Background: an optimization exercise with open tools, aiming at small area. Do not read the settings as production practice. Function was checked by simulation only, so behaviour that the tests miss may differ from the original. The clock port is modelled as an ideal driver, which makes a skipped or thinned clock tree look cheaper than it is; a real chip needs a root buffer or a tree. Power and IR drop assume default switching activity.

==> flow/design.v (excerpt) <==
module uart_txrx_test(
    input  wire       clk,
    input  wire       n_reset,
    input  wire       TX_RDY,
    input  wire       RX_RDY,
    output reg        WEN,
    output reg        OEN,
    output reg  [7:0] uart_tx,
    input  wire [7:0] uart_rx,
    output reg  [3:0] ctrl,
    input  wire       sda_i,
    output reg        sda_o,
    output wire       sda_oe,
    output reg        scl,
    input  wire [3:0] key
);
For scale: ~260 cells after synthesis, roughly 85 flip-flops, about 0.0033 mm² of cells after synthesis.
Settings: LEC_CHECK=0, CAP_MARGIN=20, CORE_MARGIN=2, CORE_UTILIZATION=40, GPL_TIMING_DRIVEN=0, PLACE_DENSITY=0.6, SLEW_MARGIN=20; clock period 10.0 ns.
standard.sh (not shown) runs the stock make flow with config.mk's settings and CLKGATE_MAP_FILE= SYNTH_SCRIPT=/design/flow/synth_recipe.tcl, a recipe that flattens the netlist after the stock synthesis.
==> flow/flow/run.sh <==
#!/bin/bash
# The standard ORFS flow with these changes:
#  - synthesis maps the logic with an area-oriented ABC script (flow/abc_area.script)
#    in place of ORFS's delay-oriented one; everything else in synthesis is the
#    standard script (same passes, same flip-flop mapping and names);
#  - the port buffers are the smallest buffer cell (buf_1);
#  - the clock tree is built by flow/mycts.tcl (through ORFS's PRE_CTS_TCL hook)
#    in place of TritonCTS: one root buffer and balanced groups of flip-flops,
#    each behind its own leaf buffer; the rest of the CTS step (legalisation,
#    timing repair) is ORFS's.
set -euo pipefail
W=$(pwd)
rm -rf "$W/scripts_area"
cp -r "$FLOW_HOME/scripts" "$W/scripts_area"
cp "$W/flow/abc_area.script" "$W/scripts_area/abc_speed.script"
SCRIPTS_DIR="$W/scripts_area" bash standard.sh synth > synth_flow.log 2>&1
export BUFFER_PORTS_ARGS="-buffer_cell sky130_fd_sc_hd__buf_1"
export MY_FLOW_DIR="$W/flow"
export PRE_CTS_TCL="$W/flow/cts_hook.tcl"
bash standard.sh finish > layout_flow.log 2>&1
Other scripts of this flow, unchanged in this note and not shown: flow/flow/abc_area.script, flow/flow/cts_hook.tcl, flow/flow/mycts.tcl
The starting point passed the timing, design-rule and antenna checks.
Next try:
Settings changed: GPL_TIMING_DRIVEN 0 to default.
Outcome:
- The new run completed with no timing, DRC or antenna violations
- flip-flop and latch count is unchanged
- worst setup slack got worse by 0.41 ns
- cell area is lower by 1.4%
- sequential share of layout area rises by 0.81 points
- utilization goes down by 0.65 points
- synthesized area is about the same
- synthesized cell count grows by about 9%
- wire length grows by 1.1%
- global-route usage is about the same
No run of this note takes its clock network from TritonCTS; it comes from the design's own scripts or RTL.

========
Another version of the RTL of uart_txrx_test (not shown whole).
Size: ~280 cells after synthesis, roughly 86 flip-flops.
## uart_txrx_test
module uart_txrx_test(
    input  wire       clk,
    input  wire       n_reset,
    input  wire       TX_RDY,
    input  wire       RX_RDY,
    output reg        WEN,
    output reg        OEN,
    output reg  [7:0] uart_tx,
    input  wire [7:0] uart_rx,
    output reg  [3:0] ctrl,
    input  wire       sda_i,
    output reg        sda_o,
    output wire       sda_oe,
    output reg        scl,
    input  wire [3:0] key
);
==> flow/config.mk <==
export PLATFORM = sky130hd
export DESIGN_NAME = uart_txrx_test
export DESIGN_NICKNAME = uart_txrx_test
export VERILOG_FILES = /design/flow/design.v
export SDC_FILE = /design/flow/constraint.sdc
export NUM_CORES = 4
export LEC_CHECK = 0
export CAP_MARGIN = 20
export CORE_MARGIN = 2
export CORE_UTILIZATION = 40
export PLACE_DENSITY = 0.6
export SLEW_MARGIN = 20
==> flow/constraint.sdc <==
create_clock -name core_clock -period 10.0 [get_ports {clk}]
set_input_delay 2.0000 -clock core_clock [delete_from_list [all_inputs] [get_ports {clk}]]
set_output_delay 2.0000 -clock core_clock [all_outputs]
set_load 0.01 [all_outputs]
==> flow/flow/run.sh <==
#!/bin/bash
# The standard ORFS flow with three changes:
#  - synthesis maps the logic with an area-oriented ABC script (flow/abc_area.script)
#    in place of ORFS's delay-oriented one; everything else in synthesis is the
#    standard script (same passes, same flip-flop mapping and names);
#  - the port buffers are the smallest buffer cell (buf_1);
#  - clock tree synthesis uses clkbuf_8 without dummy loads.
set -euo pipefail
W=$(pwd)
rm -rf "$W/scripts_area"
cp -r "$FLOW_HOME/scripts" "$W/scripts_area"
cp "$W/flow/abc_area.script" "$W/scripts_area/abc_speed.script"
SCRIPTS_DIR="$W/scripts_area" bash standard.sh synth > synth_flow.log 2>&1
export BUFFER_PORTS_ARGS="-buffer_cell sky130_fd_sc_hd__buf_1"
export CTS_ARGS="-sink_clustering_enable -repair_clock_nets -dont_use_dummy_load -buf_list sky130_fd_sc_hd__clkbuf_16 -sink_clustering_size 100 -sink_clustering_max_diameter 1000"
bash standard.sh finish > layout_flow.log 2>&1
==> flow/flow/abc_area.script <==
strash
&get -n
&st
&dch
&nf -a -R 1000
&st
&dch
&nf -a -R 1000
&put
topo
dnsize -c
Then changed:
--- a/flow/flow/run.sh
+++ b/flow/flow/run.sh
@@ -13,4 +13,4 @@
 SCRIPTS_DIR="$W/scripts_area" bash standard.sh synth > synth_flow.log 2>&1
 export BUFFER_PORTS_ARGS="-buffer_cell sky130_fd_sc_hd__buf_1"
-export CTS_ARGS="-sink_clustering_enable -repair_clock_nets -dont_use_dummy_load -buf_list sky130_fd_sc_hd__clkbuf_16 -sink_clustering_size 100 -sink_clustering_max_diameter 1000"
+export CTS_ARGS="-sink_clustering_enable -repair_clock_nets -dont_use_dummy_load -buf_list sky130_fd_sc_hd__clkbuf_8"
 bash standard.sh finish > layout_flow.log 2>&1
After rerunning:
- The changed run finished with timing, DRC and antenna clean
- die area stays the same
- clock power drops by 33%
- utilization drops by 1.2 points
- worst hold slack improves by 3.1 ps
- sequential power hardly moves
- routed wire length is unchanged
- combinational power stays flat
- global-route usage is about the same
- setup slack degrades by 34 ps

[afterwards: timing with drivers on the ports]
No port has a modelled driver above. Below, the same layouts with a new extraction and two added sets of constraints. Step 1 (the two cells are an assumption about what drives the block):
set clk [get_ports {clk}]
set_driving_cell -lib_cell sky130_fd_sc_hd__clkbuf_16 $clk
set_driving_cell -lib_cell sky130_fd_sc_hd__buf_2 [delete_from_list [all_inputs] $clk]
Step 2 also shifts input and output timing later by t, the mid clock arrival at the registers, as if the neighbouring blocks saw the same clock. Three values: no drivers, after step 1, after step 2; two values: the first two.
| run | shift t [ns] | setup WS [ns] | clock arrival spread, ns | worst register clock-pin slew, ns | worst slew at a driven data input, ns |
|---|---|---|---|---|---|
| the first run of note 1 | 0.569 | 5.535 / 5.508 / 6.077 | 0.016 / 0.016 | 0.10 / 0.10 | 0.03 |
| the second run of note 1 | 0.555 | 5.122 / 5.094 / 5.650 | 0.018 / 0.017 | 0.10 / 0.10 | 0.04 |
| the first run of note 2 | 0.352 | 6.006 / 5.973 / 6.325 | 0.016 / 0.016 | 0.06 / 0.06 | 0.03 |
| the second run of note 2 | 0.361 | 5.972 / 5.944 / 6.305 | 0.020 / 0.020 | 0.08 / 0.08 | 0.03 |
After both steps setup and hold are still met in every run listed.
